This is an optimization exercise on Yosys and OpenROAD, whose aim is small area, not a production implementation.
The RTL was checked by simulation tests, not by an equivalence proof against the original design.
No activity file was given, so power comes from the tool's default toggle rates. The clock port is modelled as an ideal driver; clocking choices that lean on that would not hold on a real chip.

==> config.mk <==
export PLATFORM = sky130hd
export DESIGN_NAME = mmu_top
export DESIGN_NICKNAME = mmu_top
export VERILOG_FILES = /design/flow/design.v
export SDC_FILE = /design/flow/constraint.sdc
export NUM_CORES = 4
export LEC_CHECK = 0
export ABC_AREA = 1
export CAP_MARGIN = 20
export CORE_MARGIN = 2
export CORE_UTILIZATION = 55
export SLEW_MARGIN = 20
==> constraint.sdc <==
create_clock -name core_clock -period 6.0 [get_ports {clk}]
set_input_delay 1.2000 -clock core_clock [delete_from_list [all_inputs] [get_ports {clk}]]
set_output_delay 1.2000 -clock core_clock [all_outputs]
set_load 0.01 [all_outputs]
==> design.v <==
`timescale 1ns/1ps
`default_nettype none
module mmu_top (
  input  wire        clk,
  input  wire        rst_n,
  input  wire        req_valid_i,
  output wire        req_ready_o,
  input  wire [23:0] req_va_i,
  input  wire [2:0]  req_fc_i,
  input  wire        req_rw_i,
  input  wire        req_fetch_i,
  output reg         resp_valid_o,
  output wire [23:0] resp_pa_o,
  output reg         resp_hit_o,
  output wire        resp_fault_o,
  output wire [2:0]  resp_fault_code_o,
  output wire [4:0]  resp_perm_fault_o,
  input  wire        reg_wr_en_i,
  input  wire        reg_rd_en_i,
  input  wire [3:0]  reg_addr_i,
  input  wire [31:0] reg_wr_data_i,
  output reg  [31:0] reg_rd_data_o,
  input  wire        cmd_valid_i,
  input  wire [2:0]  cmd_op_i,
  input  wire [23:0] cmd_addr_i,
  input  wire [2:0]  cmd_fc_i,
  output wire        cmd_ready_o,
  output wire        cmd_busy_o,
  output reg         status_valid_o,
  output wire [2:0]  status_cmd_o,
  output wire        status_hit_o,
  output reg  [23:0] status_pa_o,
  output wire [7:0]  status_bits_o,
  output reg         walk_mem_req_valid_o,
  output reg  [23:0] walk_mem_req_addr_o,
  input  wire        walk_mem_resp_valid_i,
  input  wire [63:0] walk_mem_resp_data_i,
  input  wire        walk_mem_resp_err_i,
  output wire        busy_o
);
  integer i;
  reg [23:0] crp_q;
  reg [23:0] srp_q;
  reg [31:0] tc_q;
  reg [31:0] tt0_q;
  reg [31:0] tt1_q;
  reg [11:0] mmusr_q;    
  wire [31:0] reg_wd = reg_wr_data_i & {32{rst_n}};
  wire        reg_we = reg_wr_en_i | !rst_n;
  always @(posedge clk) begin
    if (reg_we && (!rst_n || reg_addr_i == 4'd0)) crp_q <= reg_wd[23:0];
    if (reg_we && (!rst_n || reg_addr_i == 4'd1)) srp_q <= reg_wd[23:0];
    if (reg_we && (!rst_n || reg_addr_i == 4'd2)) tc_q  <= reg_wd;
    if (reg_we && (!rst_n || reg_addr_i == 4'd3)) tt0_q <= reg_wd;
    if (reg_we && (!rst_n || reg_addr_i == 4'd4)) tt1_q <= reg_wd;
    if (reg_we && (!rst_n || reg_addr_i == 4'd5))
      mmusr_q <= {reg_wd[15:9], reg_wd[7], reg_wd[3:0]};
  end
  always @(*) begin
    case (reg_addr_i)
      4'd0:    reg_rd_data_o = {8'h00, crp_q};
      4'd1:    reg_rd_data_o = {8'h00, srp_q};
      4'd2:    reg_rd_data_o = tc_q;
      4'd3:    reg_rd_data_o = tt0_q;
      4'd4:    reg_rd_data_o = tt1_q;
      4'd5:    reg_rd_data_o = {16'h0000, mmusr_q[11:5], 1'b0, mmusr_q[4], 3'b000, mmusr_q[3:0]};
      default: reg_rd_data_o = 32'h0000_0000;
    endcase
  end
  reg        cbusy_q;
  reg        cph_q;
  reg [2:0]  cop_q;
  reg [23:0] caddr_q;
  reg [2:0]  cfc_q;
  wire probe_lk_cycle = cbusy_q & cph_q;
  wire preload_wait   = cbusy_q & cop_q[2];
  assign cmd_ready_o = !cbusy_q;
  assign cmd_busy_o  = cbusy_q;
  wire flush_all   = status_valid_o & (cop_q == 3'd1);
  wire flush_match = status_valid_o & (cop_q == 3'd2);
  assign status_cmd_o = (cop_q[2] & (cop_q[1] | cop_q[0])) ? 3'd0 : cop_q;
  localparam [1:0] S_IDLE  = 2'd0;
  localparam [1:0] S_START = 2'd1;
  localparam [1:0] S_MEM   = 2'd2;
  localparam [1:0] S_DONE  = 2'd3;
  reg [1:0]  st_q;
  reg [23:0] pva_q;
  reg [2:0]  pfc_q;
  reg        prw_q;
  reg        pfetch_q;
  reg        pcpu_q;
  reg [1:0]  wf_q;        
  reg [4:0]  wattr_q;
  reg [11:0] pa_base_q;
  wire st_idle = (st_q == S_IDLE);
  wire st_done = (st_q == S_DONE);
  assign req_ready_o = st_idle;
  assign busy_o      = !st_idle | cbusy_q;
  reg        tv  [0:15];
  reg [7:0]  ttag[0:15];
  reg [11:0] tpfn[0:15];
  reg [2:0]  tfc [0:15];
  reg [4:0]  tatr[0:15];
  wire       cpu_lk  = st_idle & req_valid_i;
  wire [23:0] lk_va  = cpu_lk ? req_va_i : caddr_q;
  wire [2:0]  lk_fc  = cpu_lk ? req_fc_i : cfc_q;
  wire [3:0]  lk_idx = lk_va[15:12];
  wire        rd_v    = tv[lk_idx];
  wire [7:0]  rd_tag  = ttag[lk_idx];
  wire [11:0] rd_pfn  = tpfn[lk_idx];
  wire [2:0]  rd_fc   = tfc[lk_idx];
  wire [4:0]  rd_attr = tatr[lk_idx];
  wire hit = rd_v & (rd_tag == lk_va[23:16]) & (rd_fc == lk_fc);
  wire lk_user    = ~lk_fc[2];
  wire lk_program = lk_fc[1] & ~lk_fc[0];
  wire lk_data    = ~lk_fc[1] & lk_fc[0];
  function automatic ttr_hit(input [31:0] ttr, input [7:0] key,
                             input user, input prog, input data);
    begin
      ttr_hit = ttr[15] &
                (user ? ttr[13] : ttr[14]) &
                ((prog & ttr[12]) | (data & ttr[11])) &
                (((key ^ ttr[31:24]) & ~ttr[23:16]) == 8'h00);
    end
  endfunction
  wire tt = ttr_hit(tt0_q, lk_va[23:16], lk_user, lk_program, lk_data) |
            ttr_hit(tt1_q, lk_va[23:16], lk_user, lk_program, lk_data);
  wire xlat = hit & ~tt;
  wire [3:0] inv_idx = caddr_q[15:12];
  wire inv_hit = tv[inv_idx] & (ttag[inv_idx] == caddr_q[23:16]) &
                 (tfc[inv_idx] == cfc_q);
  wire refill = st_done & (wf_q == 2'd0);
  wire [3:0] rf_idx = pva_q[15:12];
  always @(posedge clk) begin
    for (i = 0; i < 16; i = i + 1) begin
      if (!rst_n || flush_all)
        tv[i] <= 1'b0;
      else if (refill && rf_idx == i)
        tv[i] <= 1'b1;
      else if (flush_match && inv_hit && inv_idx == i)
        tv[i] <= 1'b0;
      if (refill && rf_idx == i) begin
        ttag[i] <= pva_q[23:16];
        tpfn[i] <= pa_base_q;
        tfc[i]  <= pfc_q;
        tatr[i] <= wattr_q;
      end
    end
  end
  wire preload_lk = preload_wait & st_idle & ~req_valid_i;
  wire cmd_take   = !cbusy_q & cmd_valid_i;
  wire cmd_long   = (cmd_op_i == 3'd3) | (cmd_op_i == 3'd4);
  always @(posedge clk) begin
    if (!cbusy_q) begin
      cop_q   <= cmd_op_i;
      caddr_q <= cmd_addr_i;
      cfc_q   <= cmd_fc_i;
    end
    if (!rst_n) begin
      cbusy_q        <= 1'b0;
      cph_q          <= 1'b0;
      status_valid_o <= 1'b0;
    end else begin
      cbusy_q        <= cbusy_q ? (cop_q[2] ? ~preload_lk : ~cph_q)
                                : (cmd_take & cmd_long);
      cph_q          <= cbusy_q & ~cph_q & ~cop_q[2];
      status_valid_o <= (cmd_take & ~cmd_long) | probe_lk_cycle | preload_lk;
    end
  end
  reg [6:0] sbits_q;    
  always @(posedge clk) begin
    sbits_q     <= probe_lk_cycle ? {tt, xlat, rd_attr & {5{xlat}}} : 7'd0;
    status_pa_o <= !probe_lk_cycle ? 24'd0 :
                   tt              ? caddr_q :
                   hit             ? {rd_pfn, lk_va[11:0]} : 24'd0;
  end
  assign status_bits_o = {sbits_q[6:5], 1'b0, sbits_q[4:0]};
  assign status_hit_o  = sbits_q[6] | sbits_q[5];
  wire miss_walk = (cpu_lk & ~tt & ~hit) | (preload_lk & ~hit);
  wire in_range  = (pva_q[23:12] < tc_q[11:0]);
  wire [1:0] dt = walk_mem_resp_data_i[33:32];
  wire mem_ok   = ~walk_mem_resp_err_i & (dt == 2'b01);
  always @(posedge clk) begin
    if (st_idle) begin
      pva_q    <= req_valid_i ? req_va_i : caddr_q;
      pfc_q    <= req_valid_i ? req_fc_i : cfc_q;
      prw_q    <= req_rw_i;
      pfetch_q <= req_fetch_i;
      pcpu_q   <= req_valid_i;
    end
    walk_mem_req_addr_o <= crp_q + {9'd0, pva_q[23:12], 3'b000};
    wf_q    <= (st_q == S_START) ? 2'd2 :
               walk_mem_resp_err_i ? 2'd3 :
               (dt == 2'b00) ? 2'd1 :
               (dt != 2'b01) ? 2'd2 : 2'd0;
    wattr_q <= {walk_mem_resp_data_i[40], walk_mem_resp_data_i[34],
                walk_mem_resp_data_i[38], walk_mem_resp_data_i[36],
                walk_mem_resp_data_i[35]};
    if (!rst_n) begin
      st_q                 <= S_IDLE;
      walk_mem_req_valid_o <= 1'b0;
      pa_base_q            <= 12'd0;
    end else begin
      walk_mem_req_valid_o <= (st_q == S_START) & in_range;
      case (st_q)
        S_IDLE:  st_q <= miss_walk ? S_START : S_IDLE;
        S_START: st_q <= in_range ? S_MEM : S_DONE;
        S_MEM:   st_q <= walk_mem_resp_valid_i ? S_DONE : S_MEM;
        default: st_q <= S_IDLE;
      endcase
      if (st_q == S_MEM && walk_mem_resp_valid_i && mem_ok)
        pa_base_q <= walk_mem_resp_data_i[23:12];
    end
  end
  wire r_fetch = st_done ? pfetch_q : req_fetch_i;
  wire r_rw    = st_done ? prw_q    : req_rw_i;
  wire r_user  = st_done ? ~pfc_q[2] : ~req_fc_i[2];
  wire r_s     = st_done ? (wattr_q[4] & (wf_q == 2'd0)) : (xlat & rd_attr[4]);
  wire r_wp    = st_done ? (wattr_q[3] & (wf_q == 2'd0)) : (xlat & rd_attr[3]);
  wire rq_r = ~r_fetch & r_rw;
  wire rq_w = ~r_fetch & ~r_rw;
  wire rq_x = r_fetch;
  wire f_nr   = rq_r & r_user & r_s;
  wire f_wp   = rq_w & (r_wp | (r_user & r_s));
  wire f_nx   = rq_x & r_user & r_s;
  wire f_priv = r_user & r_s & (rq_r | rq_x | (rq_w & ~r_wp));
  reg [11:0] rpa_hi_q;
  reg [2:0]  rcode_q;
  reg [3:0]  rperm_q;
  always @(posedge clk) begin
    resp_valid_o <= rst_n & ((cpu_lk & (tt | hit)) | (st_done & pcpu_q));
    resp_hit_o   <= ~st_done & xlat;
    rpa_hi_q     <= st_done ? pa_base_q : (tt ? req_va_i[23:12] : rd_pfn);
    rcode_q      <= {st_done & (wf_q == 2'd3),
                     st_done & (wf_q[1] ^ wf_q[0]),
                     (st_done & (wf_q == 2'd2)) | f_nr | f_wp | f_nx};
    rperm_q      <= {f_priv, f_nx, f_wp, f_nr};
  end
  assign resp_pa_o         = {rpa_hi_q, pva_q[11:0]};
  assign resp_fault_code_o = rcode_q;
  assign resp_fault_o      = |rcode_q;
  assign resp_perm_fault_o = {1'b0, rperm_q};
  /*verilator lint_off UNUSED*/
  wire unused_ok = ^srp_q ^ ^tc_q[31:12] ^ reg_rd_en_i ^ ^walk_mem_resp_data_i;
  /*verilator lint_on UNUSED*/
endmodule
`default_nettype wire
==> run.sh <==
#!/bin/bash
# synth_recipe.tcl (not shown) runs the flow's synth.tcl, then flattens the netlist and writes it again
# the make line also repeats each setting of config.mk as NAME=value (left out here)
make -C /OpenROAD-flow-scripts/flow DESIGN_CONFIG=/design/flow/config.mk WORK_HOME=/design/flow/orfs CLKGATE_MAP_FILE= SYNTH_SCRIPT=/design/flow/synth_recipe.tcl finish
==> results of run 1 <==
[worst register-to-register path, stage by stage, from the launching register on]
cell and delay (ps):
dfxtp_1 340, inv_1 100, ha_2 400, nand2_2 270
nand2_1 120, nand2_1 130, nor2_4 410, nand2_2 480
nand2_1 220, inv_1 50, nand2_1 70, nor2_1 60
nand2_1 250, nand2_1 110, nand2_1 90, inv_1 50
nor2_1 90, nand2_1 70, nor2_2 200, nand2_1 170
nor2_1 160, nand3_2 420, buf_4 390, o22ai_1 150
[worst min-delay path by stage]
stage | start | endpoint | slack, ps | cells past startpoint
after global placement | crp_q[0]$_DFFE_PP_ | walk_mem_req_addr_o[0]$_DFF_P_ | 370 | 0
final | crp_q[1]$_DFFE_PP_ | walk_mem_req_addr_o[1]$_DFF_P_ | 370 | 0
after detailed placement | crp_q[1]$_DFFE_PP_ | walk_mem_req_addr_o[1]$_DFF_P_ | 360 | 0
after CTS | crp_q[1]$_DFFE_PP_ | walk_mem_req_addr_o[1]$_DFF_P_ | 380 | 0
after global routing | crp_q[1]$_DFFE_PP_ | walk_mem_req_addr_o[1]$_DFF_P_ | 400 | 0
after floorplan | crp_q[0]$_DFFE_PP_ | walk_mem_req_addr_o[0]$_DFF_P_ | 350 | 0
[routing by layer]
layer	track usage [%]	wire length (µm)	part of all wire (%)
met4	14.5	5000	4.5
met1	48.4	43000	39
met2	54.9	49800	45
met5	0	79	0.072
met3	7.35	12100	11
[placed cells by master, fill, tap and decap left out, drive strengths merged, types with 67 or more instances in the layout]
cell type and instances:
o21ai 144, dfxtp 117, a21oi 81, nand4 67
nor2 240, buf 91, clkdlybuf4s50 249, nand3 274
clkbuf 119, nand2 735, inv 281, edfxtp 664
[flip-flops by register name, summed over array words and instances (netlist names), 5 cells and up]
register	cells
walk_mem_req_addr_o	24
tt0_q	32
tatr	80
srp_q	24
pa_base_q	12
mmusr_q	12
sbits_q	7
status_pa_o	24
caddr_q	24
tt1_q	32
wattr_q	5
crp_q	24
rpa_hi_q	12
tv	16
tpfn	192
tfc	48
tc_q	32
ttag	128
pva_q	24
[kinds of logic (layout without fill, tap and decap cells)]
kind of cell | Yosys count | count (layout)
adders and majority gates | 32 | 32
DFF | 781 | 781
AOI/OAI and AO/OA | 383 | 383
muxes | 1 | 1
and+or+nand+nor | 1361 | 1361
other | 1 | 7
buffers and inverters | 416 | 783
xor gates and xnor gates | 22 | 22
[power groups by stage]
| stage | clock network (W) | registers [W] | logic, W |
|---|---|---|---|
| 6_report | 0.00492 | 0.00657 | 0.00286 |
| 5_1_grt | 0.00515 | 0.00660 | 0.00304 |
| 4_1_cts | 0.00494 | 0.00656 | 0.00280 |
| 2_1_floorplan | 0 | 0.00658 | 0.00154 |
| 3_3_place_gp | 0 | 0.00666 | 0.00274 |
| 3_5_place_dp | 0 | 0.00667 | 0.00278 |
[per-stage QoR]
step / worst slack, ps / cells / total power, W
after floorplan: 865 / 2998 / 0.00812
after global placement: 613 / 3985 / 0.00940
after detailed placement: 578 / 3985 / 0.00945
after CTS: 900 / 4137 / 0.0143
after global routing: 824 / 4139 / 0.0148
final: 887 / 4143 / 0.0144
[final cells by class]
class | instances | area (µm²) | area share, %
Inverter | 291 | 1090 | 2.79
Antenna cell | 5 | 12.5 | 0.0320
Timing Repair Buffer | 340 | 3180 | 8.13
Sequential cell | 781 | 22300 | 56.9
Tap cell | 773 | 967 | 2.47
Multi-Input combinational cell | 1801 | 9040 | 23.1
Clock buffer | 119 | 2340 | 5.97
Clock inverter | 33 | 239 | 0.610
==> flow_summary.json, run 1 <==
{
  "holdWs_ps": 375,
  "critPathMaxFanout": 18,
  "clock_path_buffers": 3,
  "drt_iter0_drc": 3192,
  "synth.most_common_cell": "nand2_1",
  "cts_hold_buf": 0,
  "rsz0062_at_grt": "no",
  "rrSetupSlack_ps": 1110,
  "clockPowerShare_pct": 34.3,
  "final.setup.tns_ps": 0,
  "synthToLayoutAreaGrowth_pct": 19.0,
  "cp_num_buf_inv": 6,
  "grt_first_pass_wirelength_mm": 158,
  "synth-seq-cells": 781,
  "start_util_pct": 55.6,
  "gp_congestion": 0.970,
  "reg2reg_to": "status_pa_o[6]$_SDFF_PN0_",
  "grt_overflow": 0,
  "cp_cell_sequence": "clkdlybuf4s50_1 > nor2_1 > buf_4 > nand2_1 > buf_4 > inv_1 > buf_4 > a221oi_1 > o211ai_1 > clkdlybuf4s50_1",
  "nNetsFinal": 3496,
  "maxCapViolCount": 0,
  "p_switching_w": 0.00427,
  "slowest_delay_ps": 530,
  "ys_warn_count": 6,
  "cts_htree_levels": 3,
  "critPathCaptureType": "primary output",
  "sw_frac_of_total_pct": 29.8,
  "die_x_um": 249,
  "dieArea_um2": 61800,
  "cpMostUsedCell": "buf_4",
  "finClkSkew_ps": 22.4,
  "crit_arrival_ps": 3910,
  "place_area_um2": 36600,
  "cts_made_buffers": 82,
  "pwr-share-seq_pct": 45.8,
  "internal-power_w": 0.0101,
  "fillers": 4456,
  "grt_pass1_vias": 23800,
  "critPathKind": "primary input to primary output",
  "track_usage_pct": 35.2,
  "synth-edff-count": 664,
  "syn_area_um2": 32900,
  "yosys-top-cells-area": "edfxtp_1 61%, nand2_1 8.2%, dfxtp_1 7.1%",
  "firstDrtPassIters": 7,
  "fp.dieH_um": 249,
  "ant_nets": 0,
  "worst_pin_slew_ps": 1170,
  "synthMuxAreaShare_pct": 0.0304,
  "synth_cell_types": 53,
  "finalCritPeriodShare_pct": 85.2,
  "finish.instance_area_um2": 39200,
  "io_buffers": 251,
  "remaining_drc_errors": 0,
  "grt_max_degree": 57,
  "max_freq_mhz": 196,
  "core-area_um2": 59100,
  "num_rows": 89,
  "drive_gt1_share_pct": 8.56,
  "synth_top_flop_cell": "edfxtp_1",
  "synth_compound_area_share_pct": 7.40,
  "vias": 25100,
  "relSlewSlack_pct": 21.8,
  "dpl.hpwl_mm": 75.0,
  "cts_resized": 0,
  "critPathRequiredTime_ps": 4800,
  "fin_crit_ps": 5110,
  "antenna_found_initial": 9,
  "worstSetupStartpoint": "reg_addr_i[1]",
  "peakVddDrop_mv": 0.268,
  "cts.reportedPaths.clkPinSlew_ps": 60,
  "power_leakage_nw": 14.7,
  "synth_top_family_by_area": "simple AND/OR/NAND/NOR gates",
  "min_path_type": "flop to flop",
  "comb_power_share_pct": 19.9,
  "cts_tree": "built",
  "r2r_cells": 23,
  "slew_violations": 0,
  "cts_sinks": 781,
  "setup-violations-final": 0,
  "async_flop_share_pct": 0,
  "syn_avg_cell_area_um2": 11.0,
  "path_depth": 10,
  "synth_cells": 2997,
  "setup.worst_path.start_class": "primary input",
  "via_per_inst": 6.05,
  "synth-xor-area-share_pct": 0.586,
  "post_cts_buffers": 0,
  "root_buffer": "clkbuf_16",
  "drt-total-wl_mm": 110,
  "wl_per_cell_um": 26.6,
  "yosys.area_share.simple_pct": 17.7,
  "ys_seq_area_share_pct": 67.7,
  "synth_area_leader_cell": "edfxtp_1",
  "slowest_stage": "clkdlybuf4s50_1",
  "synth_commonest_cells": "722 x nand2_1, 664 x edfxtp_1, 274 x nand3_1",
  "crit-reg2reg-launch": "st_q[0]$_SDFF_PN0_",
  "status": "timing/DRC/antenna clean",
  "num_io_pins": 300,
  "synthAdderAreaFrac_pct": 1.24,
  "clk_latency_ps": 630,
  "hold_viol_final": 0,
  "crit_family": "buffers and inverters",
  "powerDensity_nw_per_um2": 367,
  "final_core_utilization_pct": 66.2,
  "synth_top_area_share_pct": 60.6,
  "critPathCapture": "reg_rd_data_o[21]"
}
==> run 2: changes to the inputs <==
--- a/design.v
+++ b/design.v
@@ -30,5 +30,5 @@
   output wire [2:0]  status_cmd_o,
   output wire        status_hit_o,
-  output reg  [23:0] status_pa_o,
+  output wire [23:0] status_pa_o,
   output wire [7:0]  status_bits_o,
   output reg         walk_mem_req_valid_o,
@@ -169,9 +169,8 @@
   end
   reg [6:0] sbits_q;    
-  always @(posedge clk) begin
-    sbits_q     <= probe_lk_cycle ? {tt, xlat, rd_attr & {5{xlat}}} : 7'd0;
-    status_pa_o <= !probe_lk_cycle ? 24'd0 :
-                   tt              ? caddr_q :
-                   hit             ? {rd_pfn, lk_va[11:0]} : 24'd0;
+  reg       sidle_q;
+  always @(posedge clk) begin
+    sbits_q <= probe_lk_cycle ? {tt, xlat, rd_attr & {5{xlat}}} : 7'd0;
+    sidle_q <= st_idle;
   end
   assign status_bits_o = {sbits_q[6:5], 1'b0, sbits_q[4:0]};
@@ -225,5 +224,7 @@
   wire f_nx   = rq_x & r_user & r_s;
   wire f_priv = r_user & r_s & (rq_r | rq_x | (rq_w & ~r_wp));
-  reg [11:0] rpa_hi_q;
+  reg [11:0] rpfn_q;
+  reg        rwalk_q;
+  reg        rtt_q;
   reg [2:0]  rcode_q;
   reg [3:0]  rperm_q;
@@ -231,5 +232,7 @@
     resp_valid_o <= rst_n & ((cpu_lk & (tt | hit)) | (st_done & pcpu_q));
     resp_hit_o   <= ~st_done & xlat;
-    rpa_hi_q     <= st_done ? pa_base_q : (tt ? req_va_i[23:12] : rd_pfn);
+    rpfn_q       <= rd_pfn;
+    rwalk_q      <= st_done;
+    rtt_q        <= tt;
     rcode_q      <= {st_done & (wf_q == 2'd3),
                      st_done & (wf_q[1] ^ wf_q[0]),
@@ -237,5 +240,9 @@
     rperm_q      <= {f_priv, f_nx, f_wp, f_nr};
   end
-  assign resp_pa_o         = {rpa_hi_q, pva_q[11:0]};
+  assign resp_pa_o = {rwalk_q ? pa_base_q : (rtt_q ? pva_q[23:12] : rpfn_q),
+                      pva_q[11:0]};
+  assign status_pa_o = sbits_q[6] ? caddr_q :
+                       sbits_q[5] ? {rpfn_q, sidle_q ? pva_q[11:0] : caddr_q[11:0]} :
+                       24'd0;
   assign resp_fault_code_o = rcode_q;
   assign resp_fault_o      = |rcode_q;
--- a/config.mk
+++ b/config.mk
@@ -6,7 +6,6 @@
 export NUM_CORES = 4
 export LEC_CHECK = 0
-export ABC_AREA = 1
 export CAP_MARGIN = 20
 export CORE_MARGIN = 2
-export CORE_UTILIZATION = 55
+export CORE_UTILIZATION = 65
 export SLEW_MARGIN = 20
==> run 2 against run 1 <==
Combinational power decreased by 16%. Sequential share of layout area increased by 0.32 points. Utilization increased by 12 points. Sequential power decreased by 0.8%. Via count decreased by 4.0%. Clock power decreased by 1%. Die area decreased by 17%. Global-route usage increased by 8.2 points. Clock-buffer cell count decreased by 20. Non-clock buffer count increased by 16. Synthesized cell count decreased by 24%. Area after synthesis decreased by 2.8%.
==> flow_summary.json, run 2 <==
{
  "fin_cells": 3297,
  "finalCritPeriodShare_pct": 81.4,
  "synth_top_area_share_pct": 62.3,
  "slowest_stage": "nor4bb_2",
  "num_rows": 81,
  "final.setup.tns_ps": 0,
  "post_cts_buffers": 0,
  "clk_latency_ps": 650,
  "worst_pin_slew_ps": 1320,
  "worst_slack_ps": 1110,
  "syn_avg_cell_area_um2": 14.1,
  "wl_per_cell_um": 33.6,
  "relSlewSlack_pct": 11.7,
  "num_io_pins": 300,
  "grt_max_degree": 59,
  "top_register": "tpfn",
  "powerDensity_nw_per_um2": 361,
  "fp.dieH_um": 226,
  "cts_tree": "built",
  "slew_violations": 0,
  "cts_sinks": 760,
  "max_freq_mhz": 205,
  "vias": 24100,
  "min_path_type": "flop to flop",
  "antenna_found_initial": 10,
  "top_regs": "tpfn (192), ttag (128), tatr (80)",
  "crit_arrival_ps": 5400,
  "synth_cells": 2265,
  "crit_family": "simple AND/OR/NAND/NOR gates",
  "place_inst": 3147,
  "firstDrtPassIters": 13,
  "grt_first_pass_wirelength_mm": 156,
  "synthToLayoutAreaGrowth_pct": 19.4,
  "rrSetupSlack_ps": 1110,
  "synth.most_common_cell": "edfxtp_1",
  "cts_resized": 0,
  "place_area_um2": 35600,
  "ys_warn_count": 6,
  "finish.instance_area_um2": 38200,
  "critPathKind": "flop to flop",
  "synth-seq-cells": 760,
  "remaining_drc_errors": 0,
  "layout_common_cells": "664 x edfxtp_1, 249 x clkdlybuf4s50_1, 157 x a22oi_1, 122 x nand2_1, 104 x buf_4",
  "fillers": 2832,
  "start_util_pct": 65.6,
  "status": "timing/DRC/antenna clean",
  "cts.reportedPaths.clkPinSlew_ps": 60,
  "io_buffers": 251,
  "cp_cell_sequence": "nor4bb_2 > buf_4 > a22o_1 > a221oi_1 > nand4_1 > o22ai_1 > xnor2_1 > nor4_1 > nand4_1 > buf_4 > o41ai_1 > a21oi_1",
  "p_total_w": 0.0138,
  "synth_area_leader_cell": "edfxtp_1",
  "synth_cell_types": 99,
  "nNetsFinal": 2758,
  "async_flop_share_pct": 0,
  "fin_crit_ps": 4890,
  "synth_commonest_cells": "664 x edfxtp_1, 157 x a22oi_1, 123 x nand2_1",
  "synth-edff-count": 664,
  "slowest_delay_ps": 1130,
  "cts_hold_buf": 0,
  "yosys-top-cells-area": "edfxtp_1 62%, dfxtp_1 6.0%, a22oi_1 3.7%",
  "finClkSkew_ps": 24.7,
  "core-area_um2": 48700,
  "drive_gt1_share_pct": 12.0,
  "maxCapViolCount": 0,
  "cp_num_buf_inv": 2,
  "ant_nets": 0,
  "syn_area_um2": 32000,
  "via_per_inst": 7.30,
  "clock_path_buffers": 3,
  "grt_overflow": 0,
  "grt_pass1_vias": 23100,
  "place_ws_ps": 698,
  "critPathCaptureType": "flop",
  "rsz0062_at_grt": "no",
  "peakVddDrop_mv": 0.308,
  "power_leakage_nw": 12.9,
  "dieArea_um2": 51000,
  "cts_made_buffers": 75,
  "whs_path_depth": 0,
  "mostFrequentLayoutCell": "edfxtp_1",
  "track_usage_pct": 43.3,
  "setup-violations-final": 0,
  "dpl.hpwl_mm": 68.5,
  "root_buffer": "clkbuf_16",
  "drt-total-wl_mm": 111,
  "drt_iter0_drc": 4193,
  "path_depth": 12,
  "synth_top_flop_cell": "edfxtp_1",
  "ys_seq_area_share_pct": 68.3,
  "critPathMaxFanout": 22,
  "critPathRequiredTime_ps": 6510,
  "hold_viol_final": 0,
  "setup.worst_path.start_class": "flop",
  "largest_register_ffs": 192,
  "cts_htree_levels": 3,
  "gp_congestion": 1.03,
  "r2r_cells": 12,
  "die_x_um": 226
}
run 2: layer usage:
layer / vias up / wire length (µm) / global-route usage (%)
met5: - / 13 / 0
met4: 2 / 8190 / 27.6
met3: 531 / 15800 / 12.8
met2: 2269 / 49300 / 64.8
met1: 11600 / 37400 / 55.8
li1: 9663 / - / -
run 2: worst register-to-register path, delay by kind of cell (launching register included):
kind	cells	cell delay, ps
compound gates	5	830
xor+xnor	1	150
buf+inv	2	580
flops	1	1080
simple gates	4	2140
run 2: cell families after synthesis:
family | share of synthesized area (%)
adder cells (fa/ha/maj) | 1.24
buffers and inverters | 2.89
multiplexers | 2.75
flip-flops | 68.3
XOR/XNOR | 1.15
AO/OA/AOI/OAI | 15.0
AND/OR/NAND/NOR | 8.68
other | 0.0117
run 2: path summary, 6_finish.rpt:
check	startpoint	end
min reg2reg	crp_q[0]$_DFFE_PP_	walk_mem_req_addr_o[0]$_DFF_P_
max reg2reg	caddr_q[14]$_DFFE_PN_	tv[9]$_SDFFE_PP0P_
max	caddr_q[14]$_DFFE_PN_	tv[9]$_SDFFE_PP0P_
min	crp_q[0]$_DFFE_PP_	walk_mem_req_addr_o[0]$_DFF_P_
run 2: through the flow:
step	hold slack, ps	util [%]
after global placement	357	73.0
after CTS	370	78.3
after global routing	393	78.3
after detailed placement	359	73.0
after floorplan	348	-
final	373	78.4
run 2: power breakdown:
part           switching (W)  internal, W
Sequential          0.000380      0.00614
Combinational        0.00143     0.000964
Clock                0.00211      0.00275
Total                0.00391      0.00986
run 2: area by class of cell:
class / count / area [µm²] / area share [%]
repair buffers: 356 / 3300 / 8.65
flip-flops and latches: 760 / 21900 / 57.2
diodes: 11 / 27.5 / 0.0721
clock buffers: 99 / 2090 / 5.47
inverters: 74 / 278 / 0.727
multi-input cells: 1293 / 9330 / 24.4
well taps: 664 / 831 / 2.18
clock inverters: 40 / 482 / 1.26
==> run 3: changes to the inputs <==
==> flow/run.sh (new file) <==
#!/bin/bash
set -euo pipefail
export BUFFER_PORTS_ARGS="-buffer_cell sky130_fd_sc_hd__buf_1"
export CTS_ARGS="-sink_clustering_enable -repair_clock_nets -dont_use_dummy_load"
bash standard.sh > standard_make.log 2>&1
==> standard.sh (new file) <==
#!/bin/bash
# synth_recipe.tcl (not shown) runs the flow's synth.tcl, then flattens the netlist and writes it again
# the make line also repeats each setting of config.mk as NAME=value (left out here)
make -C /OpenROAD-flow-scripts/flow DESIGN_CONFIG=/design/flow/config.mk WORK_HOME=/design/flow/orfs CLKGATE_MAP_FILE= SYNTH_SCRIPT=/design/flow/synth_recipe.tcl "${@:-finish}"
removed: run.sh
==> run 3 against run 2 <==
Flip-flop and latch count unchanged. Clock skew increased by 56 ps. Power decreased by 8.2%. Global-route usage decreased by 1.6 points. Worst hold slack got worse by 10 ps. Via count decreased by 2.0%. Non-clock buffer count decreased by 4. Final cell count decreased by 2.1%. Clock power decreased by 17%. Cell area decreased by 5.8%. Worst setup slack improved by 81 ps. Wire length decreased by 3.7%. Critical path type unchanged. Critical endpoint is now st_q[0]$_SDFF_PN0_.
==> flow_summary.json, run 3 <==
{
  "status": "timing/DRC/antenna clean",
  "firstDrtPassIters": 8,
  "num_io_pins": 300,
  "maxCapViolCount": 0,
  "sw_frac_of_total_pct": 28.1,
  "post_cts_buffers": 0,
  "drt-total-wl_mm": 107,
  "finalCritPeriodShare_pct": 80.1,
  "synth_top_flop_cell": "edfxtp_1",
  "grt_first_pass_wirelength_mm": 150,
  "cp_num_buf_inv": 3,
  "dieArea_um2": 51000,
  "ys_warn_count": 6,
  "grt_max_degree": 59,
  "remaining_drc_errors": 0,
  "nNetsFinal": 2756,
  "wl_per_cell_um": 33.0,
  "via_per_inst": 7.30,
  "synth_area_leader_cell": "edfxtp_1",
  "worst_pin_slew_ps": 1220,
  "root_buffer": "clkbuf_16",
  "critPathRequiredTime_ps": 6460,
  "antenna_found_initial": 8,
  "synth-edff-count": 664,
  "ys_seq_area_share_pct": 68.3,
  "final.setup.tns_ps": 0,
  "power_leakage_nw": 12.0,
  "grt_pass1_vias": 22200,
  "async_flop_share_pct": 0,
  "rsz0062_at_grt": "no",
  "grt_overflow": 0,
  "holdWs_ps": 363,
  "synth.most_common_cell": "edfxtp_1",
  "synthToLayoutAreaGrowth_pct": 12.4,
  "pwr-share-seq_pct": 51.9,
  "track_usage_pct": 41.8,
  "cts_resized": 0,
  "drive_gt1_share_pct": 10.1,
  "yosys-top-cells-area": "edfxtp_1 62%, dfxtp_1 6.0%, a22oi_1 3.7%",
  "crit_family": "compound AO/OA/AOI/OAI gates",
  "cts_made_buffers": 77,
  "clk_latency_ps": 640,
  "io_buffers": 251,
  "slowest_delay_ps": 990,
  "cts_tree": "built",
  "hold_viol_final": 0,
  "max_freq_mhz": 208,
  "critPathCaptureType": "flop",
  "largest_register_ffs": 192,
  "synth_cell_types": 99,
  "gp_congestion": 1.02,
  "syn_area_um2": 32000,
  "slowest_stage": "edfxtp_1",
  "top_regs": "tpfn (192), ttag (128), tatr (80)",
  "place_area_um2": 34000,
  "min_path_type": "flop to flop",
  "fp.dieH_um": 226,
  "core-area_um2": 48700,
  "synth_cells": 2265,
  "mostFrequentLayoutCell": "edfxtp_1",
  "relSlewSlack_pct": 18.9,
  "drt_iter0_drc": 4406,
  "place_inst": 3143,
  "synth_commonest_cells": "664 x edfxtp_1, 157 x a22oi_1, 123 x nand2_1",
  "cts_htree_levels": 3,
  "clockPowerShare_pct": 31.9,
  "cts_sinks": 760,
  "die_x_um": 226,
  "clock_path_buffers": 3,
  "cts.reportedPaths.clkPinSlew_ps": 60,
  "start_util_pct": 65.6,
  "critPathKind": "flop to flop",
  "finish.instance_area_um2": 36000,
  "crit_arrival_ps": 5260,
  "ant_nets": 0,
  "syn_avg_cell_area_um2": 14.1,
  "synth-seq-cells": 760,
  "peakVddDrop_mv": 0.268,
  "vias": 23600,
  "slew_violations": 0,
  "critPathMaxFanout": 20,
  "dpl.hpwl_mm": 67.7,
  "fin_cells": 3229,
  "fin_crit_ps": 4800,
  "synth_top_area_share_pct": 62.3,
  "cp_cell_sequence": "buf_4 > nor2b_1 > mux2_2 > a31oi_1 > o211ai_1 > buf_4 > nor3_2 > mux2i_1 > a2111oi_2 > nand4b_2 > buf_4 > a32oi_1 > a21oi_1",
  "cpMostUsedCell": "buf_4",
  "comb_power_share_pct": 16.2,
  "powerDensity_nw_per_um2": 352,
  "setup.worst_path.start_class": "flop",
  "fillers": 3126,
  "top_register": "tpfn",
  "internal-power_w": 0.00910,
  "layout_common_cells": "664 x edfxtp_1, 249 x buf_1, 157 x a22oi_1, 123 x nand2_1, 98 x buf_4",
  "finClkSkew_ps": 81.1,
  "cts_hold_buf": 0,
  "num_rows": 81,
  "setup-violations-final": 0,
  "p_switching_w": 0.00355
}
==> run 3: cell counts after synthesis <==
Identical to the previous run, type by type.
==> run 3: worst reg2reg max path: cells and delay by family (launching register included) <==
family	cells	cell delay (ps)
AO/OA/AOI/OAI	5	1070
AND/OR/NAND/NOR	3	1050
buffers and inverters	3	770
multiplexers	2	810
flip-flops	1	990
==> run 3: layer usage <==
metal  track usage, %  wire [µm]  part of all wire, %
met5                0         63                0.059
met4             25.0       7350                  6.9
met3             11.8      14600                   14
met2             62.7      47400                   44
met1             54.7      37200                   35
==> run 3: stage by stage <==
stage / power [W] / utilization (%) / setup WS, ps
floorplan: 0.00765 / - / 1980
global placement: 0.00855 / 69.8 / 1040
detailed placement: 0.00860 / 69.8 / 949
CTS: 0.0125 / 73.8 / 1420
global route: 0.0129 / 73.8 / 1180
finish: 0.0127 / 73.8 / 1200
==> run 3: worst paths after layout <==
check,startpoint,endpoint,slack [ps],depth (start not counted)
setup / recovery,caddr_q[15]$_DFFE_PN_,st_q[0]$_SDFF_PN0_,1200,13
hold / removal,crp_q[2]$_DFFE_PP_,walk_mem_req_addr_o[2]$_DFF_P_,360,0
setup reg to reg,caddr_q[15]$_DFFE_PN_,st_q[0]$_SDFF_PN0_,1200,13
hold reg to reg,crp_q[2]$_DFFE_PP_,walk_mem_req_addr_o[2]$_DFF_P_,360,0
==> run 3: cell families (layout without fill, tap and decap cells) <==
logic type	Yosys count	after routing	share of synthesized area, %
mux	82	82	2.75
other cells	1	11	0.0117
buf+inv	213	503	2.89
compound gates	632	632	15.0
flops	760	760	68.3
xor+xnor	42	42	1.15
simple gates	504	504	8.68
fa+ha+maj	31	31	1.24
==> run 3: area by class of cell <==
cell class                      instances  area [µm²]  area share [%]
Sequential cell                       760       21900            60.8
Inverter                               74         278           0.772
Antenna cell                            9        22.5          0.0626
Clock buffer                           77        1930            5.36
Timing Repair Buffer                  352        1740            4.84
Tap cell                              664         831            2.31
Multi-Input combinational cell       1293        9320            25.9
==> run 3: power by group through the flow <==
| stage | Clock [W] | Sequential [W] | Combinational [W] |
|---|---|---|---|
| floorplan | 0 | 0.00644 | 0.00121 |
| global placement | 0 | 0.00662 | 0.00193 |
| detailed placement | 0 | 0.00663 | 0.00196 |
| CTS | 0.00403 | 0.00653 | 0.00198 |
| global route | 0.00421 | 0.00657 | 0.00214 |
| finish | 0.00403 | 0.00657 | 0.00205 |
==> run 4: changes to the inputs <==
--- a/design.v
+++ b/design.v
@@ -106,9 +106,20 @@
   wire [2:0]  lk_fc  = cpu_lk ? req_fc_i : cfc_q;
   wire [3:0]  lk_idx = lk_va[15:12];
-  wire        rd_v    = tv[lk_idx];
-  wire [7:0]  rd_tag  = ttag[lk_idx];
-  wire [11:0] rd_pfn  = tpfn[lk_idx];
-  wire [2:0]  rd_fc   = tfc[lk_idx];
-  wire [4:0]  rd_attr = tatr[lk_idx];
+  wire [15:0] lk_oh  = 16'd1 << lk_idx;
+  reg         rd_v;
+  reg  [7:0]  rd_tag;
+  reg  [11:0] rd_pfn;
+  reg  [2:0]  rd_fc;
+  reg  [4:0]  rd_attr;
+  always @(*) begin
+    rd_v = 1'b0; rd_tag = 8'd0; rd_pfn = 12'd0; rd_fc = 3'd0; rd_attr = 5'd0;
+    for (i = 0; i < 16; i = i + 1) begin
+      rd_v    = rd_v    | (tv[i]   & lk_oh[i]);
+      rd_tag  = rd_tag  | (ttag[i] & {8{lk_oh[i]}});
+      rd_pfn  = rd_pfn  | (tpfn[i] & {12{lk_oh[i]}});
+      rd_fc   = rd_fc   | (tfc[i]  & {3{lk_oh[i]}});
+      rd_attr = rd_attr | (tatr[i] & {5{lk_oh[i]}});
+    end
+  end
   wire hit = rd_v & (rd_tag == lk_va[23:16]) & (rd_fc == lk_fc);
   wire lk_user    = ~lk_fc[2];
@@ -128,6 +139,17 @@
   wire xlat = hit & ~tt;
   wire [3:0] inv_idx = caddr_q[15:12];
-  wire inv_hit = tv[inv_idx] & (ttag[inv_idx] == caddr_q[23:16]) &
-                 (tfc[inv_idx] == cfc_q);
+  wire [15:0] inv_oh = 16'd1 << inv_idx;
+  reg        iv_v;
+  reg  [7:0] iv_tag;
+  reg  [2:0] iv_fc;
+  always @(*) begin
+    iv_v = 1'b0; iv_tag = 8'd0; iv_fc = 3'd0;
+    for (i = 0; i < 16; i = i + 1) begin
+      iv_v   = iv_v   | (tv[i]   & inv_oh[i]);
+      iv_tag = iv_tag | (ttag[i] & {8{inv_oh[i]}});
+      iv_fc  = iv_fc  | (tfc[i]  & {3{inv_oh[i]}});
+    end
+  end
+  wire inv_hit = iv_v & (iv_tag == caddr_q[23:16]) & (iv_fc == cfc_q);
   wire refill = st_done & (wf_q == 2'd0);
   wire [3:0] rf_idx = pva_q[15:12];
==> flow/run.sh (replaced) <==
#!/bin/bash
# Layout flow: the standard flow, except that
#  - the synthesis maps the combinational logic with an area-oriented ABC
#    script (flow/area.abc); every other synthesis step, and so every
#    register, is the standard synthesis's;
#  - ports are buffered with the smallest buffer cell;
#  - clock tree synthesis inserts no dummy loads.
# Each tool's output goes to its own log in this folder (ORFS's own logs are
# under orfs/logs).
set -euo pipefail
W=$PWD
export BUFFER_PORTS_ARGS="-buffer_cell sky130_fd_sc_hd__buf_1"
export CTS_ARGS="-sink_clustering_enable -repair_clock_nets -dont_use_dummy_load -sink_clustering_size 30 -sink_clustering_max_diameter 100"
cat > "$W/area_synth.tcl" <<EOT
proc abc {args} {
  set i [lsearch -exact \$args -script]
  if { \$i >= 0 } { lset args [expr {\$i + 1}] {$W/flow/area.abc} }
  yosys abc {*}\$args
}
source {$W/synth_recipe.tcl}
EOT
sed "s#SYNTH_SCRIPT=[^ ]*#SYNTH_SCRIPT=$W/area_synth.tcl#" standard.sh > area_standard.sh
bash area_standard.sh synth > synth_make.log 2>&1
bash standard.sh > standard_make.log 2>&1
==> flow/area.abc (new file) <==
&get -n
&st
&deepsyn -T 60
&st
&dch
&nf -a
&st
&dch
&nf -a
&put
==> run 4 against run 3 <==
Still clean. Worst hold slack better by 27 ps. Die area down 8.4%. Register-to-register slack worse by 260 ps. Cell area down 9.7%. Area after synthesis down 8.6%. Flip-flop and latch count unchanged. Largest cell class unchanged.
==> flow_summary.json, run 4 <==
{
  "remaining_drc_errors": 0,
  "fin_crit_ps": 5060,
  "synth_commonest_cells": "664 x edfxtp_1, 192 x nand2_1, 181 x a222oi_1",
  "final.setup.tns_ps": 0,
  "drt-total-wl_mm": 89.5,
  "finish.instance_area_um2": 32500,
  "start_util_pct": 66.0,
  "syn_avg_cell_area_um2": 15.8,
  "grt_overflow": 0,
  "synthToLayoutAreaGrowth_pct": 11.1,
  "io_buffers": 251,
  "async_flop_share_pct": 0,
  "largest_register_ffs": 192,
  "whs_path_depth": 0,
  "wl_per_cell_um": 31.9,
  "grt_max_degree": 36,
  "synth_cell_types": 53,
  "yosys-top-cells-area": "edfxtp_1 68%, dfxtp_1 6.6%, a222oi_1 6.2%",
  "maxCapViolCount": 0,
  "dpl.hpwl_mm": 54.7,
  "finalCritPeriodShare_pct": 84.4,
  "power_leakage_nw": 10.4,
  "r2r_cells": 16,
  "via_per_inst": 7.23,
  "mostFrequentLayoutCell": "edfxtp_1",
  "fp.dieH_um": 216,
  "clock_path_buffers": 3,
  "dieArea_um2": 46700,
  "grt_first_pass_wirelength_mm": 128,
  "worst_pin_slew_ps": 1180,
  "ys_warn_count": 6,
  "comb_power_share_pct": 16.1,
  "die_x_um": 216,
  "top_register": "tpfn",
  "reg2reg_to": "sbits_q[1]$_SDFF_PN0_",
  "min_path_type": "flop to flop",
  "setup-violations-final": 0,
  "status": "timing/DRC/antenna clean",
  "synth_cells": 1853,
  "holdWs_ps": 390,
  "place_area_um2": 31700,
  "synth-seq-cells": 760,
  "ant_nets": 0,
  "critPathKind": "flop to flop",
  "internal-power_w": 0.00761,
  "synth.most_common_cell": "edfxtp_1",
  "relSlewSlack_pct": 21.6,
  "holdPathEnd": "walk_mem_req_addr_o[1]$_DFF_P_",
  "grt_pass1_vias": 19500,
  "critPathCaptureType": "flop",
  "cts_resized": 0,
  "clockPowerShare_pct": 22.1,
  "critPathRequiredTime_ps": 6540,
  "post_cts_buffers": 0,
  "root_buffer": "clkbuf_16",
  "powerDensity_nw_per_um2": 322,
  "nNetsFinal": 2403,
  "cts.reportedPaths.clkPinSlew_ps": 110,
  "crit-reg2reg-launch": "st_q[0]$_SDFF_PN0_",
  "place_ws_ps": 457,
  "firstDrtPassIters": 9,
  "cts_hold_buf": 0,
  "synth-edff-count": 664,
  "drive_gt1_share_pct": 6.99,
  "sw_frac_of_total_pct": 27.4,
  "p_switching_w": 0.00287,
  "max_freq_mhz": 198,
  "drt_iter0_drc": 4093,
  "track_usage_pct": 37.8,
  "layout_common_cells": "664 x edfxtp_1, 249 x buf_1, 191 x nand2_1, 181 x a222oi_1, 96 x dfxtp_1",
  "cts_tree": "built",
  "p_total_w": 0.0105,
  "synth_area_leader_cell": "edfxtp_1",
  "peakVddDrop_mv": 0.301,
  "fillers": 2900,
  "core-area_um2": 44300,
  "rrSetupSlack_ps": 940,
  "finClkSkew_ps": 48.5,
  "cts_htree_levels": 1,
  "hold_viol_final": 0,
  "slew_violations": 0,
  "worst_slack_ps": 938,
  "ys_seq_area_share_pct": 74.7,
  "num_rows": 77,
  "syn_area_um2": 29200,
  "cts_made_buffers": 29,
  "num_io_pins": 300,
  "crit_arrival_ps": 5600,
  "gp_congestion": 0.977,
  "antenna_found_initial": 7,
  "setup.worst_path.start_class": "flop",
  "min-delay-start": "crp_q[1]$_DFFE_PP_",
  "pwr-share-seq_pct": 61.8,
  "synth_top_flop_cell": "edfxtp_1",
  "clk_latency_ps": 630,
  "critPathMaxFanout": 16,
  "top_regs": "tpfn (192), ttag (128), tatr (80)",
  "rsz0062_at_grt": "no",
  "vias": 20300,
  "cts_sinks": 760,
  "synth_top_area_share_pct": 68.2
}
==> run 4: routing by layer <==
metal	track usage, %	wire (µm)	vias up
met2	58.0	40900	1651
met3	7.94	11700	303
li1	-	-	8356
met5	0	13	-
met1	53.4	32600	9948
met4	16.0	4220	2
==> run 4: cell type report <==
type,count,area [µm²],share of cell area [%]
Tap cell,592,741,2.28
Antenna cell,7,17.5,0.0539
Inverter,57,214,0.659
Timing Repair Buffer,334,1580,4.86
Clock buffer,29,726,2.23
Multi-Input combinational cell,1023,7350,22.6
Sequential cell,760,21900,67.3
==> run 4: how the worst max path moves through the flow <==
stage,startpoint,endpoint,slack [ps],depth (start not counted)
after floorplan,st_q[0]$_SDFF_PN0_,rperm_q[3]$_DFF_P_,110,15
after global placement,req_valid_i,sbits_q[1]$_SDFF_PN0_,560,15
after detailed placement,req_valid_i,sbits_q[1]$_SDFF_PN0_,460,16
after CTS,st_q[0]$_SDFF_PN0_,sbits_q[1]$_SDFF_PN0_,1070,16
after global routing,pva_q[12]$_DFFE_PN_,walk_mem_req_addr_o[23]$_DFF_P_,720,18
final,st_q[0]$_SDFF_PN0_,sbits_q[1]$_SDFF_PN0_,940,16
==> run 4: critical path: stages, from the launching register on <==
cell,delay [ps]
dfxtp_1,400
clkinv_1,110
ha_2,330
and2_0,240
buf_4,220
o22ai_1,320
nor4b_4,970
buf_4,320
buf_4,230
nand2_1,80
and3_1,160
nand4_1,90
o21ai_0,90
nor3_1,240
nand4_1,330
or3_1,630
a31oi_1,220
==> run 4: metrics by stage <==
| stage | std cells | utilization [%] |
|---|---|---|
| 2_1_floorplan | 1854 | - |
| 3_3_place_gp | 2766 | 71.6 |
| 5_1_grt | 2801 | 73.3 |
| 3_5_place_dp | 2766 | 71.6 |
| 6_report | 2802 | 73.3 |
| 4_1_cts | 2795 | 73.3 |
==> run 4: power groups by stage <==
stage	Clock [W]	Sequential (W)	Combinational, W
after global placement	0	0.00656	0.00162
after global routing	0.00246	0.00649	0.00181
after detailed placement	0	0.00657	0.00165
after floorplan	0	0.00645	0.000969
final	0.00232	0.00647	0.00169
after CTS	0.00231	0.00646	0.00166
==> run 4: cells by family after synthesis <==
| group | after synthesis | share of synthesized area [%] |
|---|---|---|
| AND/OR/NAND/NOR | 462 | 7.57 |
| AO/OA/AOI/OAI | 468 | 13.2 |
| flip-flops | 760 | 74.7 |
| multiplexers | 32 | 1.21 |
| other | 1 | 0.0128 |
| buffers and inverters | 71 | 1.09 |
| adder cells (fa/ha/maj) | 31 | 1.35 |
| XOR/XNOR | 28 | 0.838 |
==> run 5: changes to the inputs <==
--- a/flow/run.sh
+++ b/flow/run.sh
@@ -11,5 +11,5 @@
 W=$PWD
 export BUFFER_PORTS_ARGS="-buffer_cell sky130_fd_sc_hd__buf_1"
-export CTS_ARGS="-sink_clustering_enable -repair_clock_nets -dont_use_dummy_load -sink_clustering_size 30 -sink_clustering_max_diameter 100"
+export CTS_ARGS="-sink_clustering_enable -repair_clock_nets -dont_use_dummy_load"
 cat > "$W/area_synth.tcl" <<EOT
 proc abc {args} {
==> run 5 against run 4 <==
Clock power rose by 65%. Highest routed layer unchanged. Register-to-register slack improved by 20 ps. Clock-buffer cell count rose by 43. Critical path depth rose by 2. Die area did not move. Flip-flop and latch count did not move. Sequential power barely moved.
==> flow_summary.json, run 5 <==
{
  "io_buffers": 251,
  "cts_htree_levels": 3,
  "cts.reportedPaths.clkPinSlew_ps": 50,
  "worstSetupStartpoint": "req_valid_i",
  "synthAdderAreaFrac_pct": 1.35,
  "root_buffer": "clkbuf_16",
  "top_regs": "tpfn (192), ttag (128), tatr (80)",
  "setup-violations-final": 0,
  "die_x_um": 216,
  "finalCritPeriodShare_pct": 84.6,
  "cts_tree": "built",
  "dieArea_um2": 46700,
  "clk_latency_ps": 620,
  "fin_crit_ps": 5070,
  "remaining_drc_errors": 0,
  "drive_gt1_share_pct": 8.77,
  "ys_warn_count": 6,
  "cts_made_buffers": 72,
  "num_rows": 77,
  "synth-seq-cells": 760,
  "clock_path_buffers": 3,
  "yosys.area_share.simple_pct": 7.57,
  "gp_congestion": 0.977,
  "critPathMaxFanout": 14,
  "finClkSkew_ps": 45.2,
  "grt_overflow": 0,
  "wl_per_cell_um": 32.1,
  "synth_cells": 1853,
  "final.setup.tns_ps": 0,
  "core-area_um2": 44300,
  "cts_resized": 0,
  "mostFrequentLayoutCell": "edfxtp_1",
  "maxCapViolCount": 0,
  "vias": 20600,
  "drt_iter0_drc": 4417,
  "final-seq-area_um2": 21900,
  "fp.dieH_um": 216,
  "powerDensity_nw_per_um2": 358,
  "firstDrtPassIters": 10,
  "drt-total-wl_mm": 91.5,
  "critPathCapture": "rperm_q[3]$_DFF_P_",
  "synthToLayoutAreaGrowth_pct": 14.8,
  "post_cts_buffers": 0,
  "via_per_inst": 7.23,
  "synth_cell_types": 53,
  "synth-xor-area-share_pct": 0.839,
  "synth_area_leader_cell": "edfxtp_1",
  "antenna_found_initial": 7,
  "cts_sinks": 760,
  "max_freq_mhz": 197,
  "place_inst": 2766,
  "layout_common_cells": "664 x edfxtp_1, 249 x buf_1, 191 x nand2_1, 181 x a222oi_1, 96 x dfxtp_1",
  "multi_input_area_um2": 7350,
  "synth_top_family_by_area": "compound AO/OA/AOI/OAI gates",
  "worst_pin_slew_ps": 1180,
  "ys_seq_area_share_pct": 74.7,
  "synth-edff-count": 664,
  "peakVddDrop_mv": 0.291,
  "min_path_type": "flop to flop",
  "relSlewSlack_pct": 21.4,
  "yosys-top-cells-area": "edfxtp_1 68%, dfxtp_1 6.6%, a222oi_1 6.2%",
  "track_usage_pct": 39.0,
  "power_leakage_nw": 10.9,
  "syn_area_um2": 29200,
  "synth.most_common_cell": "edfxtp_1",
  "crit_arrival_ps": 5530,
  "crit-reg2reg-launch": "st_q[0]$_SDFF_PN0_",
  "synth_top_flop_cell": "edfxtp_1",
  "setup.worst_path.start_class": "primary input",
  "grt_first_pass_wirelength_mm": 131,
  "critPathCaptureType": "flop",
  "largest_register_ffs": 192,
  "synth_top_area_share_pct": 68.2,
  "critPathRequiredTime_ps": 6460,
  "top_register": "tpfn",
  "num_io_pins": 300,
  "slew_violations": 0,
  "ant_nets": 0,
  "r2r_cells": 18,
  "grt_max_degree": 36,
  "synthMuxAreaShare_pct": 1.21,
  "syn_avg_cell_area_um2": 15.8,
  "fin_cells": 2846,
  "status": "timing/DRC/antenna clean",
  "rrSetupSlack_ps": 960,
  "fillers": 2761,
  "rsz0062_at_grt": "no",
  "synth_compound_area_share_pct": 13.2,
  "cts_hold_buf": 0,
  "start_util_pct": 66.0,
  "grt_pass1_vias": 20100,
  "dpl.hpwl_mm": 54.7,
  "reg2reg_to": "rperm_q[3]$_DFF_P_",
  "hold_viol_final": 0,
  "synth_commonest_cells": "664 x edfxtp_1, 192 x nand2_1, 181 x a222oi_1",
  "critPathKind": "primary input to flop",
  "async_flop_share_pct": 0,
  "nNetsFinal": 2446
}
-- run 5: cell counts after synthesis --
No cell type changed its count.
-- run 5: layer usage --
| layer | GRT usage (%) | routed length (µm) |
|---|---|---|
| met5 | 0 | 13 |
| met4 | 18.1 | 4490 |
| met3 | 10.3 | 13100 |
| met2 | 59.3 | 41700 |
| met1 | 53.5 | 32200 |
-- run 5: report_power, final --
part           leakage (nW)  internal, W  switching (W)  total (W)
clock                 0.887      0.00211        0.00173    0.00383
sequential             6.59      0.00615       0.000341    0.00649
combinational          3.44     0.000602        0.00110    0.00170
total                  10.9      0.00886        0.00317     0.0120
-- run 5: logic make-up (layout without fill, tap and decap cells) --
kind of cell | Yosys count | in the layout
adder cells (fa/ha/maj) | 31 | 31
flip-flops | 760 | 760
XOR/XNOR | 28 | 28
AO/OA/AOI/OAI | 468 | 468
multiplexers | 32 | 32
other | 1 | 10
AND/OR/NAND/NOR | 462 | 462
buffers and inverters | 71 | 463
-- run 5: worst max-delay path: stages --
cell	delay (ps)
clkbuf_2	150
buf_4	210
nand2_1	330
o31ai_1	110
buf_4	200
nor4b_4	960
buf_4	320
buf_4	230
nand2_1	80
and3_1	160
nand4_1	90
o21ai_0	90
nor3_1	240
nand4_1	320
nor3_1	370
nand2_1	90
a21o_1	210
nor2b_1	130
-- run 5: final cells by class --
type                            count  share of cell area [%]
Antenna cell                        8                  0.0596
Timing Repair Buffer              334                    4.71
Sequential cell                   760                    65.1
Inverter                           57                   0.637
Tap cell                          592                    2.21
Clock buffer                       72                    5.37
Multi-Input combinational cell   1023                    21.9
-- run 5: how the worst min path moves through the flow --
stage / slack, ps / endpoint / depth (start not counted) / start
finish: 380 / walk_mem_req_addr_o[2]$_DFF_P_ / 0 / crp_q[2]$_DFFE_PP_
global route: 380 / walk_mem_req_addr_o[1]$_DFF_P_ / 0 / crp_q[1]$_DFFE_PP_
CTS: 380 / walk_mem_req_addr_o[2]$_DFF_P_ / 0 / crp_q[2]$_DFFE_PP_
detailed placement: 360 / walk_mem_req_addr_o[2]$_DFF_P_ / 0 / crp_q[2]$_DFFE_PP_
global placement: 350 / walk_mem_req_addr_o[2]$_DFF_P_ / 0 / crp_q[2]$_DFFE_PP_
floorplan: 350 / walk_mem_req_addr_o[1]$_DFF_P_ / 0 / crp_q[1]$_DFFE_PP_
-- run 5: per-stage QoR --
stage	total power, W	setup slack [ps]	cell area (µm²)	util [%]	hold WS, ps
2_1_floorplan	0.00742	110	29300	-	347
3_3_place_gp	0.00818	556	31700	71.6	352
3_5_place_dp	0.00822	457	31700	71.6	364
4_1_cts	0.0120	1060	33500	75.7	377
5_1_grt	0.0123	748	33600	75.7	381
6_report	0.0120	927	33600	75.7	378
==> run 6: changes to the inputs <==
--- a/design.v
+++ b/design.v
@@ -12,5 +12,5 @@
   output reg         resp_valid_o,
   output wire [23:0] resp_pa_o,
-  output reg         resp_hit_o,
+  output wire        resp_hit_o,
   output wire        resp_fault_o,
   output wire [2:0]  resp_fault_code_o,
@@ -253,5 +253,4 @@
   always @(posedge clk) begin
     resp_valid_o <= rst_n & ((cpu_lk & (tt | hit)) | (st_done & pcpu_q));
-    resp_hit_o   <= ~st_done & xlat;
     rpfn_q       <= rd_pfn;
     rwalk_q      <= st_done;
@@ -267,4 +266,5 @@
                        sbits_q[5] ? {rpfn_q, sidle_q ? pva_q[11:0] : caddr_q[11:0]} :
                        24'd0;
+  assign resp_hit_o        = ~rwalk_q & ~rtt_q;
   assign resp_fault_code_o = rcode_q;
   assign resp_fault_o      = |rcode_q;
--- a/flow/run.sh
+++ b/flow/run.sh
@@ -11,5 +11,5 @@
 W=$PWD
 export BUFFER_PORTS_ARGS="-buffer_cell sky130_fd_sc_hd__buf_1"
-export CTS_ARGS="-sink_clustering_enable -repair_clock_nets -dont_use_dummy_load"
+export CTS_ARGS="-sink_clustering_enable -repair_clock_nets -dont_use_dummy_load -sink_clustering_size 24 -sink_clustering_max_diameter 80"
 cat > "$W/area_synth.tcl" <<EOT
 proc abc {args} {
==> run 6 against run 5 <==
First-iteration DRC count is 2.4% lower. Synthesized cell count up 0.43%. Clock-buffer cell count decreased by 33. Clock skew is 45 ps higher. Power decreased by 10%. Clock power shrank about 30%.
==> flow_summary.json, run 6 <==
{
  "slowest_delay_ps": 690,
  "cts_tree": "built",
  "cts_hold_buf": 0,
  "synth_area_leader_cell": "edfxtp_1",
  "yosys.area_share.simple_pct": 7.08,
  "gp_congestion": 0.955,
  "grt_first_pass_wirelength_mm": 129,
  "crit_arrival_ps": 6190,
  "multi_input_area_um2": 7290,
  "cp_num_buf_inv": 2,
  "remaining_drc_errors": 0,
  "clock_path_buffers": 3,
  "worst_pin_slew_ps": 1140,
  "critPathCaptureType": "flop",
  "synth_commonest_cells": "664 x edfxtp_1, 186 x a222oi_1, 139 x nand2_1",
  "async_flop_share_pct": 0,
  "drt_iter0_drc": 4312,
  "die_x_um": 216,
  "yosys-top-cells-area": "edfxtp_1 68%, dfxtp_1 6.5%, a222oi_1 6.4%",
  "critPathRequiredTime_ps": 6500,
  "synth_cells": 1861,
  "hold_viol_final": 0,
  "ant_nets": 0,
  "drive_gt1_share_pct": 7.76,
  "cts_made_buffers": 39,
  "worstSetupStartpoint": "st_q[0]$_SDFF_PN0_",
  "final.setup.tns_ps": 0,
  "cts_htree_levels": 2,
  "fp.dieH_um": 216,
  "cts.reportedPaths.clkPinSlew_ps": 90,
  "power_leakage_nw": 11.4,
  "cts_resized": 0,
  "cpMostUsedCell": "nand3_1",
  "syn_avg_cell_area_um2": 15.7,
  "antenna_found_initial": 6,
  "finClkSkew_ps": 90.5,
  "dpl.hpwl_mm": 57.4,
  "synth_compound_area_share_pct": 13.5,
  "synth-edff-count": 664,
  "rsz0062_at_grt": "no",
  "powerDensity_nw_per_um2": 329,
  "cts_sinks": 759,
  "ys_warn_count": 6,
  "ys_seq_area_share_pct": 74.5,
  "core-area_um2": 44300,
  "start_util_pct": 66.1,
  "track_usage_pct": 38.6,
  "synth_top_flop_cell": "edfxtp_1",
  "cp_cell_sequence": "clkinv_1 > ha_2 > and2_0 > a2bb2oi_1 > nand2_1 > nor4_4 > buf_4 > a222oi_1 > nand3_1 > xnor2_1 > nand3_1 > nor4_1 > nand3_1 > or3_1 > nor2_1 > and2_0",
  "setup.worst_path.start_class": "flop",
  "wl_per_cell_um": 32.2,
  "synth_cell_types": 55,
  "mostFrequentLayoutCell": "edfxtp_1",
  "fillers": 2819,
  "post_cts_buffers": 0,
  "critPathMaxFanout": 26,
  "largest_register_ffs": 192,
  "grt_pass1_vias": 19800,
  "vias": 20600,
  "synth-xor-area-share_pct": 0.957,
  "max_freq_mhz": 176,
  "drt-total-wl_mm": 91.1,
  "via_per_inst": 7.28,
  "crit-reg2reg-launch": "st_q[0]$_SDFF_PN0_",
  "dieArea_um2": 46800,
  "peakVddDrop_mv": 0.345,
  "clk_latency_ps": 620,
  "io_buffers": 251,
  "root_buffer": "clkbuf_16",
  "min-delay-start": "crp_q[2]$_DFFE_PP_",
  "top_register": "tpfn",
  "relSlewSlack_pct": 24.0,
  "synth_top_area_share_pct": 68.1,
  "syn_area_um2": 29300,
  "maxCapViolCount": 0,
  "synth_top_family_by_area": "compound AO/OA/AOI/OAI gates",
  "synthToLayoutAreaGrowth_pct": 12.0,
  "final-seq-area_um2": 21800,
  "crit_family": "simple AND/OR/NAND/NOR gates",
  "min_path_type": "flop to flop",
  "finalCritPeriodShare_pct": 94.8,
  "synth.most_common_cell": "edfxtp_1",
  "num_rows": 77,
  "status": "timing/DRC/antenna clean",
  "synthMuxAreaShare_pct": 1.20,
  "top_regs": "tpfn (192), ttag (128), tatr (80)",
  "synth-seq-cells": 759,
  "critPathKind": "flop to flop",
  "layout_common_cells": "664 x edfxtp_1, 249 x buf_1, 186 x a222oi_1, 138 x nand2_1, 95 x dfxtp_1",
  "holdWs_ps": 386,
  "setup-violations-final": 0,
  "firstDrtPassIters": 12,
  "grt_overflow": 0,
  "grt_max_degree": 44,
  "slowest_stage": "nor4_4",
  "nNetsFinal": 2429,
  "slew_violations": 0,
  "fin_crit_ps": 5690,
  "synthAdderAreaFrac_pct": 1.35,
  "num_io_pins": 300
}
[run 6: cell types whose count changed in the layout (fill, tap and decap cells not counted), sizes merged, moves of 7 or more]
cell	change
buf	+7
nand2	-53
clkbuf	-32
nor2	+13
o31ai	+7
inv	+15
o21ai	+10
nand3	+21
[run 6: worst register-to-register path, cell delays in order (launching register included)]
cell and delay, ps:
dfxtp_1 340, clkinv_1 80, ha_2 590, and2_0 500, a2bb2oi_1 270, nand2_1 270
nor4_4 690, buf_4 280, a222oi_1 120, nand3_1 320, xnor2_1 200, nand3_1 110
nor4_1 290, nand3_1 210, or3_1 530, nor2_1 620, and2_0 210
[run 6: layout make-up]
type	instances	share of cell area, %
Antenna cell	6	0.0458
Clock buffer	39	2.97
Tap cell	592	2.26
Timing Repair Buffer	342	5.08
Sequential cell	759	66.6
Inverter	75	0.858
Multi-Input combinational cell	1014	22.2
[run 6: where the power goes]
group          internal, W  leakage [nW]  switching [W]
registers          0.00610          7.38       0.000287
clock network      0.00116         0.481        0.00153
logic             0.000555          3.50        0.00114
[run 6: through the flow]
stage	instance area (µm²)	power (W)	util, %	setup WS [ps]	cells
CTS	32800	0.0107	74.0	528	2820
detailed placement	31800	0.00812	71.8	275	2781
floorplan	29400	0.00729	-	130	1862
finish	32800	0.0108	74.0	310	2827
global route	32800	0.0111	74.0	134	2825
global placement	31800	0.00808	71.8	321	2781
[run 6: cells by family (layout without fill, tap and decap cells)]
kind of cell / count (synthesis) / in the layout
fa+ha+maj: 31 / 31
other cells: 1 / 8
xor+xnor: 32 / 32
flops: 759 / 759
mux: 32 / 32
compound gates: 485 / 485
buf+inv: 89 / 456
simple gates: 432 / 432
[run 6: layer usage]
layer | global-route usage (%) | up-vias | routed length (µm)
met1 | 53.4 | 10000 | 32100
met3 | 11.1 | 339 | 13700
met2 | 57.7 | 1776 | 40700
met5 | 0 | - | 117
met4 | 17.4 | 8 | 4520
li1 | - | 8448 | -
[run 6: worst paths after layout]
path	endpoint	slack, ps	depth (start not counted)
worst max-delay path	sbits_q[4]$_SDFF_PN0_	310	16
worst min-delay path	walk_mem_req_addr_o[2]$_DFF_P_	390	0
worst max register to register	sbits_q[4]$_SDFF_PN0_	310	16
worst min register to register	walk_mem_req_addr_o[2]$_DFF_P_	390	0

[port drivers added, routing unchanged]
The flow's constraints put no driver on any port. The routed layouts listed below were extracted and timed again, unchanged, in two steps. Step 1, drivers: a clkbuf_16 drives clk and a buf_2 each remaining input, both assumed. Step 2 adds t to the input delays and takes it off the output delays; t is the mean of the earliest and latest rising clock arrival at the registers after step 1. Input paths then give back, and output paths get back, about the clock's delay inside the block. a / b / c = ideal ports / drivers / drivers and shift; a / b = the first two.
run | t, ns | slack for setup (ns) | cell pins on the clock port's net
run 1 | 0.679 | 0.887 / 0.826 / 0.392 | 1
run 2 | 0.699 | 1.115 / 1.115 / 0.484 | 1
run 3 | 0.663 | 1.196 / 1.196 / 0.624 | 1
run 4 | 0.664 | 0.938 / 0.938 / 0.300 | 1
run 5 | 0.655 | 0.927 / 0.953 / 0.298 | 1
run 6 | 0.633 | 0.310 / 0.310 / -0.026 | 1
Met with ideal ports but missed after step 2: setup timing in run 6. The setup slack of run 4, which loses most, moves by 0.000 ns with the drivers and by -0.638 ns with both steps.
